Source: an optimization exercise on an open RTL-to-GDS flow (aim: small area). Production flows keep margins and buffers that such runs may drop. Only simulation tests tie the RTL to the original design; equivalence was not proved. Power figures rest on the tool's default switching activity, not on a simulated workload.

## project
module project(clk,rst,echo,trigger,seg1,seg,seg2,seg3);
input clk,rst,echo;
output trigger;
output [6:0]seg;
output [6:0]seg1;
output [6:0]seg2;
output [6:0]seg3;
reg [8:0] q;
wire cwrap = q[7] & q[6] & q[5] & q[3] & q[2] & q[1] & q[0];
wire qload = rst | cwrap;
always @(posedge clk)
  q <= qload ? 9'b111111011 : {q[7:0], ~(q[8] ^ q[3])};
reg [5:0] h;
reg p;
wire hlast = h[5] & h[4] & ~h[2] & ~h[1] & ~h[0];
always @(posedge clk) begin
  if (rst | (cwrap & hlast)) h <= 6'd0;
  else if (cwrap) h <= {h[4:0], ~(h[5] ^ h[0])};
  p <= ~rst & (p ^ cwrap);
end
assign trigger = hlast;
wire upd = cwrap & ~p;
reg inp;
reg [1:0] a;
reg [3:0] b;
reg [2:0] c;
reg e;
wire az = ~a[1] & ~a[0];
wire bz = (b == 4'd0);
wire cz = (c == 3'd0);
always @(posedge clk) begin
  inp <= ~rst & echo;
  if (~inp) begin
    a <= 2'b00; b <= 4'd12; c <= 3'd5; e <= 1'b0;
  end else begin
    a <= {az & ~bz, a[1] | (az & bz)};
    if (az) b <= bz ? {3'b110, cz} : b - 4'd1;
    if (az & bz) c <= cz ? {1'b1, ~e, e} : c - 3'd1;
    if (az & bz & cz) e <= ~e;
  end
end
function [6:0] dec(input [3:0] v);
  begin
    dec[0] = ((v[0] & ~v[3]));
    dec[1] = ((~v[0] & ~v[2]) | (v[0] & v[1] & ~v[3]));
    dec[2] = ((v[0] & v[1]) | (~v[0] & ~v[3]));
    dec[3] = ((v[1] & ~v[3]));
    dec[4] = ((~v[0] & v[3]));
    dec[5] = ((v[0] & ~v[2] & v[3]));
    dec[6] = ((v[1] & v[2]));
  end
  ...
export LEC_CHECK = 0
export ABC_AREA = 1
export CAP_MARGIN = 20
export CORE_MARGIN = 2
export CORE_UTILIZATION = 60
export SLEW_MARGIN = 20
create_clock -name core_clock -period 20.0 [get_ports {clk}]
standard.sh (not shown) runs the stock make flow with config.mk's settings and CLKGATE_MAP_FILE= SYNTH_SCRIPT=/design/flow/synth_recipe.tcl, a recipe that flattens the netlist after the stock synthesis.
==> flow/flow/run.sh <==
#!/bin/bash
# Standard ORFS flow with two changes to how the layout is made:
#  - synthesis maps logic with an area-oriented ABC script (flow/abc_area.script)
#  - port buffers use the smallest buffer cell
set -euo pipefail
rm -rf scripts_mod
cp -r "$FLOW_HOME/scripts" scripts_mod
cp flow/abc_area.script scripts_mod/abc_area.script
bash standard.sh SCRIPTS_DIR="$PWD/scripts_mod" BUFFER_PORTS_ARGS="-buffer_cell sky130_fd_sc_hd__buf_1" CTS_ARGS="-sink_clustering_enable -repair_clock_nets -dont_use_dummy_load -buf_list sky130_fd_sc_hd__clkbuf_16 -sink_clustering_size 80 -sink_clustering_max_diameter 1000" finish > standard.log 2>&1
==> flow/flow/abc_area.script <==
strash
dch
amap
topo
Then changed:
==> flow/flow/run.sh (replaced) <==
#!/bin/bash
# Standard ORFS flow with two changes to how the layout is made:
#  - synthesis maps logic with an area-oriented ABC script (flow/abc_area.script)
#  - port buffers use the smallest buffer cell
set -euo pipefail
rm -rf scripts_mod
cp -r "$FLOW_HOME/scripts" scripts_mod
cp flow/abc_area.script scripts_mod/abc_area.script
bash standard.sh SCRIPTS_DIR="$PWD/scripts_mod" BUFFER_PORTS_ARGS="-buffer_cell sky130_fd_sc_hd__buf_1" CTS_ARGS="-sink_clustering_enable -repair_clock_nets -dont_use_dummy_load -buf_list sky130_fd_sc_hd__clkbuf_4 -sink_clustering_size 25 -sink_clustering_max_diameter 100" finish > standard.log 2>&1
Global-route usage stays flat.
Synthesized area does not change.
Non-clock buffer count does not change.
Combinational power is about the same.
Routed wire length went down by 2.0%.
First-iteration DRC count came out lower by 5.4%.

project again, from the RTL that the note above started with.
export LEC_CHECK = 0
export ABC_AREA = 1
export CAP_MARGIN = 20
export CORE_MARGIN = 2
export CORE_UTILIZATION = 60
export SLEW_MARGIN = 20
create_clock -name core_clock -period 20.0 [get_ports {clk}]
==> flow/flow/run.sh <==
#!/bin/bash
# Standard ORFS flow with two changes to how the layout is made:
#  - synthesis maps logic with an area-oriented ABC script (flow/abc_area.script)
#  - port buffers use the smallest buffer cell
set -euo pipefail
rm -rf scripts_mod
cp -r "$FLOW_HOME/scripts" scripts_mod
cp flow/abc_area.script scripts_mod/abc_area.script
bash standard.sh SCRIPTS_DIR="$PWD/scripts_mod" BUFFER_PORTS_ARGS="-buffer_cell sky130_fd_sc_hd__buf_1" finish > standard.log 2>&1
Scripts as last shown in full above: flow/flow/abc_area.script
Next try:
--- a/flow/flow/run.sh
+++ b/flow/flow/run.sh
@@ -8,2 +8,2 @@
 cp flow/abc_area.script scripts_mod/abc_area.script
-bash standard.sh SCRIPTS_DIR="$PWD/scripts_mod" BUFFER_PORTS_ARGS="-buffer_cell sky130_fd_sc_hd__buf_1" finish > standard.log 2>&1
+bash standard.sh SCRIPTS_DIR="$PWD/scripts_mod" BUFFER_PORTS_ARGS="-buffer_cell sky130_fd_sc_hd__buf_1" CTS_ARGS="-sink_clustering_enable -repair_clock_nets -dont_use_dummy_load -buf_list sky130_fd_sc_hd__clkbuf_4 -sink_clustering_size 30 -sink_clustering_max_diameter 300 -sink_clustering_levels 1" finish > standard.log 2>&1
What happened:
- The changed run ran to the end with no violations
- area after synthesis is unchanged
- via count decreases by 1.2%
- die area does not change
- design area decreases by 4.1%
- hold slack is better by 0.0043 ns
- total power decreases by 16%

Setup of job 4394:
project again, from the RTL that the note above started with.
clock: 20.0 ns
lec_check: 0
abc_area: 1
cap_margin: 20
core_margin: 2
core_utilization: 60
cts_buf_list: sky130_fd_sc_hd__clkbuf_2 sky130_fd_sc_hd__clkbuf_4
cts_cluster_diameter: 100
cts_cluster_size: 25
slew_margin: 20
==> flow/flow/run.sh <==
#!/bin/bash
# Standard ORFS flow with two changes to how the layout is made:
#  - synthesis maps logic with an area-oriented ABC script (flow/abc_area.script)
#  - port buffers use the smallest buffer cell
set -euo pipefail
rm -rf scripts_mod
cp -r "$FLOW_HOME/scripts" scripts_mod
cp flow/abc_area.script scripts_mod/abc_area.script
bash standard.sh SCRIPTS_DIR="$PWD/scripts_mod" BUFFER_PORTS_ARGS="-buffer_cell sky130_fd_sc_hd__buf_1" finish > standard.log 2>&1
Scripts as last shown in full above: flow/flow/abc_area.script
Modified inputs, job 7334 compared to job 4394
- swapping 25 for 40 in CTS_CLUSTER_SIZE
- swapping sky130_fd_sc_hd__clkbuf_2 sky130_fd_sc_hd__clkbuf_4 for sky130_fd_sc_hd__clkbuf_4 sky130_fd_sc_hd__clkbuf_8 in CTS_BUF_LIST
- swapping 100 for 200 in CTS_CLUSTER_DIAMETER
Results
Sort job 7334 and job 4394 by worst-skew pair later-pin latency asc -> top: job 7334. Looking at ratio of final minimum period to clock period, job 7334 sits 0.85 points above job 4394. Endpoint required time on the critical path in job 7334 is 80 ps lower than in job 4394. Against job 4394, job 7334 reports a overall routed net length that is higher. Taking job 4394 as the reference, in job 7334 post-synthesis instance area roughly the same, mean routed wirelength per cell higher, post-synthesis async set-or-reset flop share roughly the same. Job 7334 vs job 4394, time the final worst path needs with I/O delays and setup went up by 170 ps.
## Diff of input files: job 5195 against job 7334
- clearing CTS_CLUSTER_SIZE, which used to be 40
- clearing CTS_CLUSTER_DIAMETER, which used to be 200
- clearing CTS_BUF_LIST, which used to be sky130_fd_sc_hd__clkbuf_4 sky130_fd_sc_hd__clkbuf_8
--- a/flow/flow/run.sh
+++ b/flow/flow/run.sh
@@ -7,3 +7,3 @@
 cp -r "$FLOW_HOME/scripts" scripts_mod
 cp flow/abc_area.script scripts_mod/abc_area.script
-bash standard.sh SCRIPTS_DIR="$PWD/scripts_mod" BUFFER_PORTS_ARGS="-buffer_cell sky130_fd_sc_hd__buf_1" finish > standard.log 2>&1
+bash standard.sh SCRIPTS_DIR="$PWD/scripts_mod" BUFFER_PORTS_ARGS="-buffer_cell sky130_fd_sc_hd__buf_1" CTS_ARGS="-sink_clustering_enable -repair_clock_nets -dont_use_dummy_load -buf_list sky130_fd_sc_hd__clkbuf_8 -sink_clustering_size 40 -sink_clustering_max_diameter 300" finish > standard.log 2>&1
==> summary.txt <==
Delta (job 5195 minus job 7334): final area went down by 2.5%, sum of met3 wire segment lengths after detailed routing lost about 11%. In the flow results for job 5195 and job 7334, the share of the clock period used by the worst path after layout is smaller on job 5195. Job 5195: all stages complete, timing, DRC and antenna checks passed.
--- input diff job 5195..job 1023 ---
==> flow/flow/run.sh <==
#!/bin/bash
# Standard ORFS flow with two changes to how the layout is made:
#  - synthesis maps logic with an area-oriented ABC script (flow/abc_area.script)
#  - port buffers use the smallest buffer cell
set -euo pipefail
rm -rf scripts_mod
cp -r "$FLOW_HOME/scripts" scripts_mod
cp flow/abc_area.script scripts_mod/abc_area.script
bash standard.sh SCRIPTS_DIR="$PWD/scripts_mod" BUFFER_PORTS_ARGS="-buffer_cell sky130_fd_sc_hd__buf_1" CTS_ARGS="-repair_clock_nets -dont_use_dummy_load -buf_list sky130_fd_sc_hd__clkbuf_16" finish > standard.log 2>&1
==> summary.txt <==
- For the switching power total, job 1023 came in 8.2% higher than job 5195 did.
- On job 1023: worst slew margin relative to its limit is 0.66 points higher than what job 5195 gave.
- Job 5195 → job 1023: cell count now sits at about the same level, ratio of final minimum period to clock period now sits higher.

## re-timing with driven ports
How much do the figures lean on ideal ports? The routed layouts below were timed once more, with nothing changed but the port constraints.
Step 1, drivers: a clkbuf_16 drives clk and a buf_2 each remaining input, both assumed.
Step 2 also shifts input and output timing later by t, the mid clock arrival at the registers, as if the neighbouring blocks saw the same clock.
Slacks: ideal ports / drivers / drivers and shift; pairs: ideal ports / drivers.
| run | t (ns) | slack for setup (ns) | worst register clock-pin slew, ns |
|---|---|---|---|
| the first run of note 1 | 0.345 | 12.674 / 12.682 / 12.337 | 0.05 / 0.05 |
| the second run of note 1 | 0.417 | 12.863 / 12.864 / 12.447 | 0.11 / 0.11 |
| the first run of note 2 | 0.357 | 12.784 / 12.787 / 12.429 | 0.07 / 0.07 |
| the second run of note 2 | 0.417 | 12.863 / 12.864 / 12.447 | 0.11 / 0.11 |
| job 4394 | 0.429 | 12.875 / 12.877 / 12.448 | 0.12 / 0.12 |
| job 7334 | 0.359 | 12.706 / 12.709 / 12.350 | 0.07 / 0.07 |
| job 5195 | 0.349 | 12.745 / 12.746 / 12.397 | 0.07 / 0.07 |
| job 1023 | 0.345 | 12.674 / 12.682 / 12.337 | 0.05 / 0.05 |
After both steps every run listed still meets setup and hold. The setup slack of job 4394, which loses most, moves by +0.002 ns with the drivers and by -0.427 ns with both steps.
